This design comes from an exercise in tuning for small area, a short achievable clock period and few clock cycles per item on the open sky130 flow, not from production work.
RTL that was checked went through simulation tests only; none was proved equivalent to the original.
Power is estimated from default activity; no workload was simulated.

==> run a <==
## ml_accel
module ml_accel(
    input wire clk,
    input wire rst,
    input wire w_en,
    input wire r_en,
    input wire [5:0] addr,
    input wire [31:0] w_data,
    output reg [31:0] r_data,
    output reg done
    );
Settings: LEC_CHECK=0, ABC_AREA=1, CAP_MARGIN=20, CORE_MARGIN=2, CORE_UTILIZATION=40, CTS_BUF_LIST=sky130_fd_sc_hd__clkbuf_8 sky130_fd_sc_hd__clkbuf_16, CTS_CLUSTER_DIAMETER=80, CTS_CLUSTER_SIZE=30, SETUP_SLACK_MARGIN=4.5, SLEW_MARGIN=20, SYNTH_HIERARCHICAL=1, SYNTH_MINIMUM_KEEP_SIZE=0; clock period 10.0 ns.
standard.sh (not shown) runs the stock make flow with config.mk's settings and CLKGATE_MAP_FILE= SYNTH_SCRIPT=/design/flow/synth_recipe.tcl, a recipe that flattens the netlist after the stock synthesis.
==> flow/flow/run.sh <==
#!/bin/bash
# Standard layout, with the port buffers made from buf_2 cells instead of
# the default (a delay-buffer cell that repair cannot resize away).
set -euo pipefail
export BUFFER_PORTS_ARGS="-buffer_cell sky130_fd_sc_hd__buf_2"
bash standard.sh > standard.log 2>&1
==> run b (differences from run a) <==
--- a/flow/design.v
+++ b/flow/design.v
@@ -1067,19 +1067,31 @@
             acc_c <= sum_c;
             if (done) res_ok <= 1'b1;
             done <= start;
         end
     end
     always @(posedge clk) begin
         if (done) result <= acc_val;
     end
-    always @(*) begin
-        if (r_en && addr == 6'h24 && (done || res_ok))
-            r_data = done ? acc_val : result;
-        else
-            r_data = 32'd0;
-    end
+    wire [31:0] r_val;
+    rd_port u_rd (.acc_val(acc_val), .result(result), .done(done), .res_ok(res_ok),
+                  .r_en(r_en), .addr(addr), .r_data(r_val));
+    always @(*) r_data = r_val;
 endmodule
 module fa_cell(input wire a, input wire b, input wire c, output wire s, output wire co);
     assign s = a ^ b ^ c;
     assign co = (a & b) | (a & c) | (b & c);
 endmodule
+module rd_port(
+    input wire [31:0] acc_val,
+    input wire [31:0] result,
+    input wire done,
+    input wire res_ok,
+    input wire r_en,
+    input wire [5:0] addr,
+    output wire [31:0] r_data
+    );
+    wire hit = r_en & addr[5] & addr[2] & ~addr[4] & ~addr[3] & ~addr[1] & ~addr[0];
+    wire s_acc = hit & done;
+    wire s_res = hit & ~done & res_ok;
+    assign r_data = ({32{s_acc}} & acc_val) | ({32{s_res}} & result);
+endmodule
==> flow/flow/run.sh (replaced) <==
#!/bin/bash
# Standard layout, with two changes to how cells are sized:
#  - the port buffers are buf_2 cells instead of the default (a delay-buffer
#    cell that timing repair cannot resize away);
#  - timing repair may resize a cell to one of a different width.
set -euo pipefail
export BUFFER_PORTS_ARGS="-buffer_cell sky130_fd_sc_hd__buf_2"
bash standard.sh MATCH_CELL_FOOTPRINT=0 finish > standard.log 2>&1
CORE_UTILIZATION = 55   (was 40)
PLACE_DENSITY = 0.7   (was unset)
SETUP_SLACK_MARGIN = 4.7   (was 4.5)
==> run c (differences from run a) <==
--- a/flow/design.v
+++ b/flow/design.v
@@ -1067,19 +1067,30 @@
             acc_c <= sum_c;
             if (done) res_ok <= 1'b1;
             done <= start;
         end
     end
     always @(posedge clk) begin
         if (done) result <= acc_val;
     end
-    always @(*) begin
-        if (r_en && addr == 6'h24 && (done || res_ok))
-            r_data = done ? acc_val : result;
-        else
-            r_data = 32'd0;
-    end
+    wire [31:0] r_val;
+    rd_port u_rd (.acc_val(acc_val), .result(result), .done(done), .res_ok(res_ok),
+                  .r_en(r_en), .addr(addr), .r_data(r_val));
+    always @(*) r_data = r_val;
 endmodule
 module fa_cell(input wire a, input wire b, input wire c, output wire s, output wire co);
     assign s = a ^ b ^ c;
     assign co = (a & b) | (a & c) | (b & c);
 endmodule
+module rd_port(
+    input wire [31:0] acc_val,
+    input wire [31:0] result,
+    input wire done,
+    input wire res_ok,
+    input wire r_en,
+    input wire [5:0] addr,
+    output wire [31:0] r_data
+    );
+    wire hit = r_en & addr[5] & addr[2] & ~addr[4] & ~addr[3] & ~addr[1] & ~addr[0];
+    wire [31:0] val = done ? acc_val : (result & {32{res_ok}});
+    assign r_data = {32{hit}} & val;
+endmodule
==> flow/flow/run.sh (replaced) <==
#!/bin/bash
# Standard layout, with two changes to how cells are sized:
#  - the port buffers are buf_2 cells instead of the default (a delay-buffer
#    cell that timing repair cannot resize away);
#  - timing repair may resize a cell to one of a different width.
set -euo pipefail
export BUFFER_PORTS_ARGS="-buffer_cell sky130_fd_sc_hd__buf_2"
bash standard.sh MATCH_CELL_FOOTPRINT=0 finish > standard.log 2>&1
SETUP_SLACK_MARGIN = 4.8   (was 4.5)
==> run d (differences from run a) <==
--- a/flow/design.v
+++ b/flow/design.v
@@ -1067,19 +1067,31 @@
             acc_c <= sum_c;
             if (done) res_ok <= 1'b1;
             done <= start;
         end
     end
     always @(posedge clk) begin
         if (done) result <= acc_val;
     end
-    always @(*) begin
-        if (r_en && addr == 6'h24 && (done || res_ok))
-            r_data = done ? acc_val : result;
-        else
-            r_data = 32'd0;
-    end
+    wire [31:0] r_val;
+    rd_port u_rd (.acc_val(acc_val), .result(result), .done(done), .res_ok(res_ok),
+                  .r_en(r_en), .addr(addr), .r_data(r_val));
+    always @(*) r_data = r_val;
 endmodule
 module fa_cell(input wire a, input wire b, input wire c, output wire s, output wire co);
     assign s = a ^ b ^ c;
     assign co = (a & b) | (a & c) | (b & c);
 endmodule
+module rd_port(
+    input wire [31:0] acc_val,
+    input wire [31:0] result,
+    input wire done,
+    input wire res_ok,
+    input wire r_en,
+    input wire [5:0] addr,
+    output wire [31:0] r_data
+    );
+    wire hit = r_en & addr[5] & addr[2] & ~addr[4] & ~addr[3] & ~addr[1] & ~addr[0];
+    wire s_acc = hit & done;
+    wire s_res = hit & ~done & res_ok;
+    assign r_data = ({32{s_acc}} & acc_val) | ({32{s_res}} & result);
+endmodule
==> flow/flow/run.sh (replaced) <==
#!/bin/bash
# Standard layout, with two changes to how cells are sized:
#  - the port buffers are buf_2 cells instead of the default (a delay-buffer
#    cell that timing repair cannot resize away);
#  - timing repair may resize a cell to one of a different width.
set -euo pipefail
export BUFFER_PORTS_ARGS="-buffer_cell sky130_fd_sc_hd__buf_2"
bash standard.sh MATCH_CELL_FOOTPRINT=0 finish > standard.log 2>&1
CORE_UTILIZATION = 55   (was 40)
GPL_TIMING_DRIVEN = 0   (was unset)
PLACE_DENSITY = 0.7   (was unset)
SETUP_SLACK_MARGIN = 4.8   (was 4.5)
==> summary of the runs <==
- Against run d, the non-clock buffer count of run c is lower by 138.
- First-iteration DRC count: run a < run c < run b < run d.
- Of run d and run b, run d has the higher combinational power (gap 4.3%, measured against run b).
- The highest global-route usage belongs to run d, the lowest to run a.
- Of run b and run d, run d has the higher cell count (gap about 4%, measured against run d).
- The lowest via count belongs to run c, the highest to run d.
- Against run c, the worst setup slack of run b is worse by 0.16 ns.
Testbench counts of run b, summed over its fixed seeds: cycles 30,962, items 4,000.
Testbench counts of run d, summed over its fixed seeds: cycles 30,962, items 4,000.
No functional check of the RTL was part of run a and run c.

-- separate check: timing with driven ports --
How much do the figures lean on ideal ports? The routed layouts below were timed once more, with nothing changed but the port constraints.
Step 1: set_driving_cell puts a clkbuf_16 on clk and a buf_2 on each other input, an assumption about the parent block.
Step 2 also shifts input and output timing later by t, the mid clock arrival at the registers, as if the neighbouring blocks saw the same clock.
a / b / c = ideal ports / drivers / drivers and shift; a / b = the first two.
run | shift t [ns] | setup WS [ns] | worst hold slack (ns) | slew at the worst register clock pin (ns) | worst slew at a driven data input, ns
run a | 0.673 | 4.690 / 4.666 / 4.198 | 0.451 / 0.451 / 0.451 | 0.11 / 0.11 | 0.16
run b | 0.664 | 4.748 / 4.691 / 4.412 | 0.474 / 0.474 / 0.474 | 0.11 / 0.11 | 0.10
run c | 0.677 | 4.903 / 4.887 / 4.540 | 0.472 / 0.472 / 0.472 | 0.11 / 0.11 | 0.09
run d | 0.691 | 4.852 / 4.852 / 4.344 | 0.475 / 0.475 / 0.475 | 0.11 / 0.11 | 0.07
After both steps setup and hold are still met in every run listed. The setup slack of run d, which loses most, moves by 0.000 ns with the drivers and by -0.508 ns with both steps.
